This design comes from an exercise in tuning for small area on the open sky130 flow, not from production work. At most, simulation tests tie the RTL to the original design; equivalence was not proved. No driver is modelled on the clock port, so clocking that relies on it looks cheaper here than on a real chip. No activity file was given, so power comes from the tool's default toggle rates.

Setup of alpha:
==> module sw_counter, before the edit <==
module sw_counter (
    input  logic clk,
    input  logic clr,
    input  logic tick,
    input  logic mode_sw,
    input  logic start,
    input  logic stop,
    output logic [5:0] sec,
    output logic [5:0] min
);
  localparam logic [7:0] MS_TT = 8'd93;
  logic       run;
  logic [9:0] ms;
  logic ms_fb, ms_end, sec_end, min_end, step;
  assign ms_fb   = ms[9] ^ MS_TT[{ms[6], ms[4], ms[1]}];
  assign ms_end  = ms == 10'b1000000000;                           
  assign sec_end = sec[5] & sec[4] & sec[3] & sec[1] & sec[0];     
  assign min_end = min[5] & min[4] & min[3] & min[1] & min[0];     
  assign step = tick & mode_sw & run & ~(ms_end & sec_end & min_end);
  always_ff @(posedge clk) begin
    if (clr) begin
      run <= 1'b0;
      ms <= 10'd0;
      sec <= 6'd0;
      min <= 6'd0;
    end else begin
      if (start) run <= 1'b1;
      else if (stop) run <= 1'b0;
      if (step) begin
        ms <= {ms[8:0], ms_fb};
        if (ms_end) begin
          sec <= sec_end ? 6'd0 : sec + 6'd1;
          if (sec_end) min <= min + 6'd1;
        end
      end
    end
  end
endmodule
export LEC_CHECK = 0
export CAP_MARGIN = 20
export CORE_MARGIN = 2
export CORE_UTILIZATION = 65
export SLEW_MARGIN = 20
export CTS_ARGS = -sink_clustering_enable -repair_clock_nets -dont_use_dummy_load -buf_list sky130_fd_sc_hd__clkbuf_4
export BUFFER_PORTS_ARGS = -buffer_cell sky130_fd_sc_hd__buf_1
export POST_CTS_TCL = /design/flow/flow/fix_clk.tcl
export FIX_CLK_SLEW_PS = 105
create_clock -name core_clock -period 10.0 [get_ports {clk}]
standard.sh (not shown) runs the stock make flow with config.mk's settings and CLKGATE_MAP_FILE= SYNTH_SCRIPT=/design/flow/synth_recipe.tcl, a recipe that flattens the netlist after the stock synthesis.
==> flow/flow/run.sh <==
#!/bin/bash
# Own flow: the standard layout (standard.sh), with these changes:
#  - clock tree synthesis uses clkbuf_4 and adds no dummy loads; after it,
#    flow/fix_clk.tcl upsizes the clock buffers whose flip-flop clock pins
#    would see a slow slew (POST_CTS_TCL hook);
#  - port buffers are buf_1.
# The make run's full output goes to standard_flow.log; each ORFS step keeps
# its own log under orfs/logs.
set -euo pipefail
here=$(pwd)
cat >> config.mk <<EOC
export CTS_ARGS = -sink_clustering_enable -repair_clock_nets -dont_use_dummy_load -buf_list sky130_fd_sc_hd__clkbuf_4
export BUFFER_PORTS_ARGS = -buffer_cell sky130_fd_sc_hd__buf_1
export POST_CTS_TCL = $here/flow/fix_clk.tcl
export FIX_CLK_SLEW_PS = 105
EOC
bash standard.sh > standard_flow.log 2>&1
==> flow/flow/fix_clk.tcl <==
# Upsize (clkbuf_4 -> clkbuf_8) each clock buffer that drives a flip-flop
# clock pin whose estimated slew is over FIX_CLK_SLEW_PS, then re-legalise.
estimate_parasitics -placement
set limit $::env(FIX_CLK_SLEW_PS)
set slow {}
foreach pin [all_registers -clock_pins -edge_triggered] {
  set worst 0
  foreach edge {rise fall} {
    foreach a {min max} {
      set s [get_property $pin slew_${a}_$edge]
      set ps [expr {[sta::time_ui_sta $s] * 1e12}]
      set worst [expr {max($worst, $ps)}]
    }
  }
  set net [get_nets -of_objects $pin]
  set drv [get_pins -of_objects $net -filter "direction==output"]
  set inst [get_cells -of_objects $drv]
  puts [format "fix_clk: %s %.1f ps driven by %s" [get_full_name $pin] $worst [get_full_name $inst]]
  if {$worst > $limit} { lappend slow [get_full_name $inst] }
}
foreach name [lsort -unique $slow] {
  set inst [get_cells $name]
  if {[get_property $inst ref_name] eq "sky130_fd_sc_hd__clkbuf_4"} {
    puts "fix_clk: upsizing $name"
    replace_cell $inst sky130_fd_sc_hd__clkbuf_8
  }
}
detailed_placement
check_placement -verbose
estimate_parasitics -placement
## Diff of input files: beta against alpha
--- a/flow/design.v
+++ b/flow/design.v
@@ -162,6 +162,12 @@
   assign sec_end = sec[5] & sec[4] & sec[3] & sec[1] & sec[0];     
   assign min_end = min[5] & min[4] & min[3] & min[1] & min[0];     
   assign step = tick & mode_sw & run & ~(ms_end & sec_end & min_end);
+  logic inc_s, inc_m;
+  logic [5:0] sec_t, min_t;
+  assign inc_s = step & ms_end;
+  assign inc_m = inc_s & sec_end;
+  assign sec_t = {inc_s & (&sec[4:0]), inc_s & (&sec[3:0]), inc_s & (&sec[2:0]), inc_s & (&sec[1:0]), inc_s & sec[0], inc_s};
+  assign min_t = {inc_m & (&min[4:0]), inc_m & (&min[3:0]), inc_m & (&min[2:0]), inc_m & (&min[1:0]), inc_m & min[0], inc_m};
   always_ff @(posedge clk) begin
     if (clr) begin
       run <= 1'b0;
@@ -171,13 +177,9 @@
     end else begin
       if (start) run <= 1'b1;
       else if (stop) run <= 1'b0;
-      if (step) begin
-        ms <= {ms[8:0], ms_fb};
-        if (ms_end) begin
-          sec <= sec_end ? 6'd0 : sec + 6'd1;
-          if (sec_end) min <= min + 6'd1;
-        end
-      end
+      if (step) ms <= {ms[8:0], ms_fb};
+      sec <= sec_end & inc_s ? 6'd0 : sec ^ sec_t;
+      min <= min ^ min_t;
     end
   end
 endmodule
Findings:
A standard cell with the maximum stage delay on the critical path of xor2_1 is what alpha shows, while a21boi_1 belongs to beta. | arithmetic-cell share of the synthesized area counting full adders, half adders and majority gates | alpha vs beta | ≈ equal |. Sort beta and alpha by fraction of layout cells with a size suffix above 1, ascending, and beta comes first. Between alpha and beta, the flow reports first-iteration DRC count decreasing by more than 10%. Delta (beta minus alpha): global-route met3 utilization now sits lower; synthesized instance count now sits higher; final core area utilization now sits lower; overall routing resource usage now sits higher. alpha → beta: fmax has increased, number of non-clock buffers rose about 5%, overall routed net length rose 5.6%, final clock period utilization by the worst path saw a decrease.
For beta, only the layout was checked, not whether the RTL still works.

* * *

== run A ==
Starting RTL as in the previous note.
==> module tm_counter, before the edit <==
module tm_counter (
    input  logic clk,
    input  logic clr,
    input  logic tick,
    input  logic mode_sw,
    input  logic inc_sw,
    input  logic start,
    input  logic stop,
    input  logic inc_min,
    input  logic inc_sec,
    output logic [5:0] sec,
    output logic [5:0] min,
    output logic blink
);
  localparam logic [7:0] MS_TT = 8'd93;
  logic       run, set_t, ps, pm;
  logic [9:0] ms;
  logic ms_fb, ms0, sec0, min0, sec60, min_ge60, up, t_ev, es, em;
  logic sdn, sup, min_dec, min_inc, min_59;
  assign ms_fb    = ms[9] ^ MS_TT[{ms[6], ms[4], ms[1]}];
  assign ms0      = ms == 10'd0;
  assign sec0     = sec == 6'd0;
  assign min0     = min == 6'd0;
  assign sec60    = sec[5] & sec[4] & sec[3] & sec[2];    
  assign min_ge60 = min[5] & min[4] & min[3] & min[2];
  assign up   = inc_sw & ~run;                       
  assign t_ev = tick & ~mode_sw & run;
  assign es   = ~tick & inc_sec & ~ps;
  assign em   = ~tick & inc_min & ~pm & ~(inc_sec & ~ps);
  assign sdn  = (t_ev & ms0) | (es & ~up);           
  assign sup  = es & up;                             
  assign min_dec = (sdn & sec0 & ~min0) | (em & ~up & ~min0);
  assign min_inc = (sup & sec60) | (em & up & ~min_ge60);
  assign min_59  = em & ~up & min0;
  logic sec_en, min_en;
  logic [5:0] sec_t, min_t, sec_c, min_c;
  assign sec_en = (sdn & ~sec0) | (sup & ~sec60);
  assign min_en = min_dec | min_inc;
  assign sec_c = sec ^ {6{~up}};
  assign min_c = min ^ {6{~up}};
  assign sec_t = {sec_en & (&sec_c[4:0]), sec_en & (&sec_c[3:0]), sec_en & (&sec_c[2:0]),
                  sec_en & (&sec_c[1:0]), sec_en & sec_c[0], sec_en};
  assign min_t = {min_en & (&min_c[4:0]), min_en & (&min_c[3:0]), min_en & (&min_c[2:0]),
                  min_en & (&min_c[1:0]), min_en & min_c[0], min_en};
  always_ff @(posedge clk) begin
    if (clr) begin
      run <= 1'b0;
      set_t <= 1'b0;
      ms <= 10'd0;
      sec <= 6'd0;
      min <= 6'd0;
      ps <= 1'b0;
      pm <= 1'b0;
    end else begin
      if (start) begin
        if (set_t) run <= 1'b1;
      end else if (stop) run <= 1'b0;
      else if (inc_min || inc_sec) set_t <= 1'b1;
      if (t_ev & ~(ms0 & sec0 & min0)) ms <= {ms[8:0], ms_fb};
      if (sdn & sec0 & ~min0) sec <= 6'd59;
      else if (sup & sec60) sec <= 6'd0;
      else sec <= sec ^ sec_t;
      if (min_59) min <= 6'd59;
      else min <= min ^ min_t;
      if (!tick) begin
        ps <= inc_sec;
        pm <= inc_min;
      end
    end
  end
  always_ff @(posedge clk) begin
    if (min0 && sec0) blink <= set_t;
    else if (clr | start | stop | inc_min | inc_sec) blink <= 1'b0;
  end
endmodule
clock: 10.0 ns
lec_check: 0
cap_margin: 20
core_margin: 2
core_utilization: 65
slew_margin: 20
cts_args: -sink_clustering_enable -repair_clock_nets -dont_use_dummy_load -buf_list sky130_fd_sc_hd__clkbuf_4
buffer_ports_args: -buffer_cell sky130_fd_sc_hd__buf_1
post_cts_tcl: /design/flow/flow/fix_clk.tcl
fix_clk_slew_ps: 105
pre_resize_tcl: /design/flow/flow/downsize.tcl
==> flow/flow/run.sh <==
#!/bin/bash
# Own flow: the standard layout (standard.sh), with these changes:
#  - clock tree synthesis uses clkbuf_4 and adds no dummy loads; after it,
#    flow/fix_clk.tcl upsizes the clock buffers whose flip-flop clock pins
#    would see a slow slew (POST_CTS_TCL hook);
#  - before the placement resizer, flow/downsize.tcl sets combinational
#    cells to their smallest drive strength (PRE_RESIZE_TCL hook);
#  - port buffers are buf_1.
# The make run's full output goes to standard_flow.log; each ORFS step keeps
# its own log under orfs/logs.
set -euo pipefail
here=$(pwd)
cat >> config.mk <<EOC
export CTS_ARGS = -sink_clustering_enable -repair_clock_nets -dont_use_dummy_load -buf_list sky130_fd_sc_hd__clkbuf_4
export BUFFER_PORTS_ARGS = -buffer_cell sky130_fd_sc_hd__buf_1
export POST_CTS_TCL = $here/flow/fix_clk.tcl
export FIX_CLK_SLEW_PS = 105
export PRE_RESIZE_TCL = $here/flow/downsize.tcl
EOC
bash standard.sh > standard_flow.log 2>&1
==> flow/flow/downsize.tcl <==
# Before the placement resizer: put every combinational cell at the smallest
# drive strength of its kind (synthesis maps some gates upsized); the
# resizer's repair_design that follows fixes any slew or capacitance limit.
# Flip-flops, clock cells and delay cells are left as they are.
set db [ord::get_db]
set count 0
foreach inst [[ord::get_db_block] getInsts] {
  set m [$inst getMaster]
  if {[$m getType] ne "CORE"} { continue }
  set name [$m getName]
  if {![regexp {^(sky130_fd_sc_hd__[a-z0-9]+)_([0-9]+)$} $name -> base size]} { continue }
  if {[regexp {__(df|edf|sdf|dl|clk|dly|conb|tap|fill|decap|diode)} $base]} { continue }
  set best $name
  set barea [expr {double([$m getWidth]) * [$m getHeight]}]
  foreach s {0 1 2} {
    set c [$db findMaster ${base}_$s]
    if {$c eq "NULL"} { continue }
    set a [expr {double([$c getWidth]) * [$c getHeight]}]
    if {$a < $barea} { set best ${base}_$s; set barea $a }
  }
  if {$best ne $name} {
    puts "downsize: [$inst getName] $name -> $best"
    replace_cell [get_cells [$inst getName]] $best
    incr count
  }
}
puts "downsize: $count cells"
Scripts as last shown in full above: flow/flow/fix_clk.tcl
For run B, these inputs were changed with respect to run A:
-- flow/design.v --
<<< run A, line 217
  assign min_59  = em & ~up & min0;
  logic sec_en, min_en;
  logic [5:0] sec_t, min_t, sec_c, min_c;
  assign sec_en = (sdn & ~sec0) | (sup & ~sec60);
  assign min_en = min_dec | min_inc;
  assign sec_c = sec ^ {6{~up}};
  assign min_c = min ^ {6{~up}};
  assign sec_t = {sec_en & (&sec_c[4:0]), sec_en & (&sec_c[3:0]), sec_en & (&sec_c[2:0]),
                  sec_en & (&sec_c[1:0]), sec_en & sec_c[0], sec_en};
  assign min_t = {min_en & (&min_c[4:0]), min_en & (&min_c[3:0]), min_en & (&min_c[2:0]),
                  min_en & (&min_c[1:0]), min_en & min_c[0], min_en};
  always_ff @(posedge clk) begin
    if (clr) begin
>>> run B, line 217
  assign min_59  = em & ~up & min0;
  logic sec_en, min_en;
  logic [5:0] sec_t, min_t;
  assign sec_en = (sdn & ~sec0) | (sup & ~sec60);
  assign min_en = min_dec | min_inc;
  always_comb begin
    sec_t[0] = sec_en;
    min_t[0] = min_en;
    for (int i = 1; i < 6; i++) begin
      sec_t[i] = sec_en & (up ? (&(sec | ~((6'd1 << i) - 6'd1))) : ~|(sec & ((6'd1 << i) - 6'd1)));
      min_t[i] = min_en & (up ? (&(min | ~((6'd1 << i) - 6'd1))) : ~|(min & ((6'd1 << i) - 6'd1)));
    end
  end
  always_ff @(posedge clk) begin
    if (clr) begin
==> run summary <==
Where combined area of all synthesized cells is concerned, run A is outperformed by run B. Run B reports its capturing element of the worst setup path as disp.dq[1] while run A reports disp.dq[2]. From run A to run B the numbers moved as follows: final critical path time including I/O delays and setup moved down; total leakage power moved down; global-route track usage on met1 moved up. Share of power burned in registers for run B: 1.2 points up relative to run A. Setup slack is higher on run B. Per the comparison of run B with run A, synthesized-area fraction occupied by ao, oa, aoi and oai cells neither gained nor lost much; transition at the pin with the smallest max-transition slack lost 51 ps; synthesized netlist net count lost 11; total power lost 0.019 mW.

afterwards: timing with drivers on the ports:
The flow's constraints put no driver on any port. The routed layouts listed below were extracted and timed again, unchanged, in two steps. Step 1 assumes that a clkbuf_16 drives the clock port and a buf_2 every other input. Step 2 times the ports against the registers' clock, not the clock port: input delays grow and output delays shrink by t, the midpoint of the rising clock arrivals with the driver on. Three values: ideal ports, drivers, drivers and shift; two values: the first two.
| run | t (ns) | setup WS [ns] | clock arrival spread, ns |
|---|---|---|---|
| alpha | 0.579 | 5.805 / 5.805 / 5.632 | 0.033 / 0.033 |
| beta | 0.566 | 6.033 / 6.041 / 5.475 | 0.032 / 0.032 |
| run A | 0.596 | 5.813 / 5.813 / 5.362 | 0.038 / 0.038 |
| run B | 0.534 | 5.845 / 5.845 / 5.553 | 0.034 / 0.033 |
After both steps every run listed still meets setup and hold. For beta, which loses most, drivers alone change the setup slack by +0.008 ns; drivers and shift together by -0.558 ns.
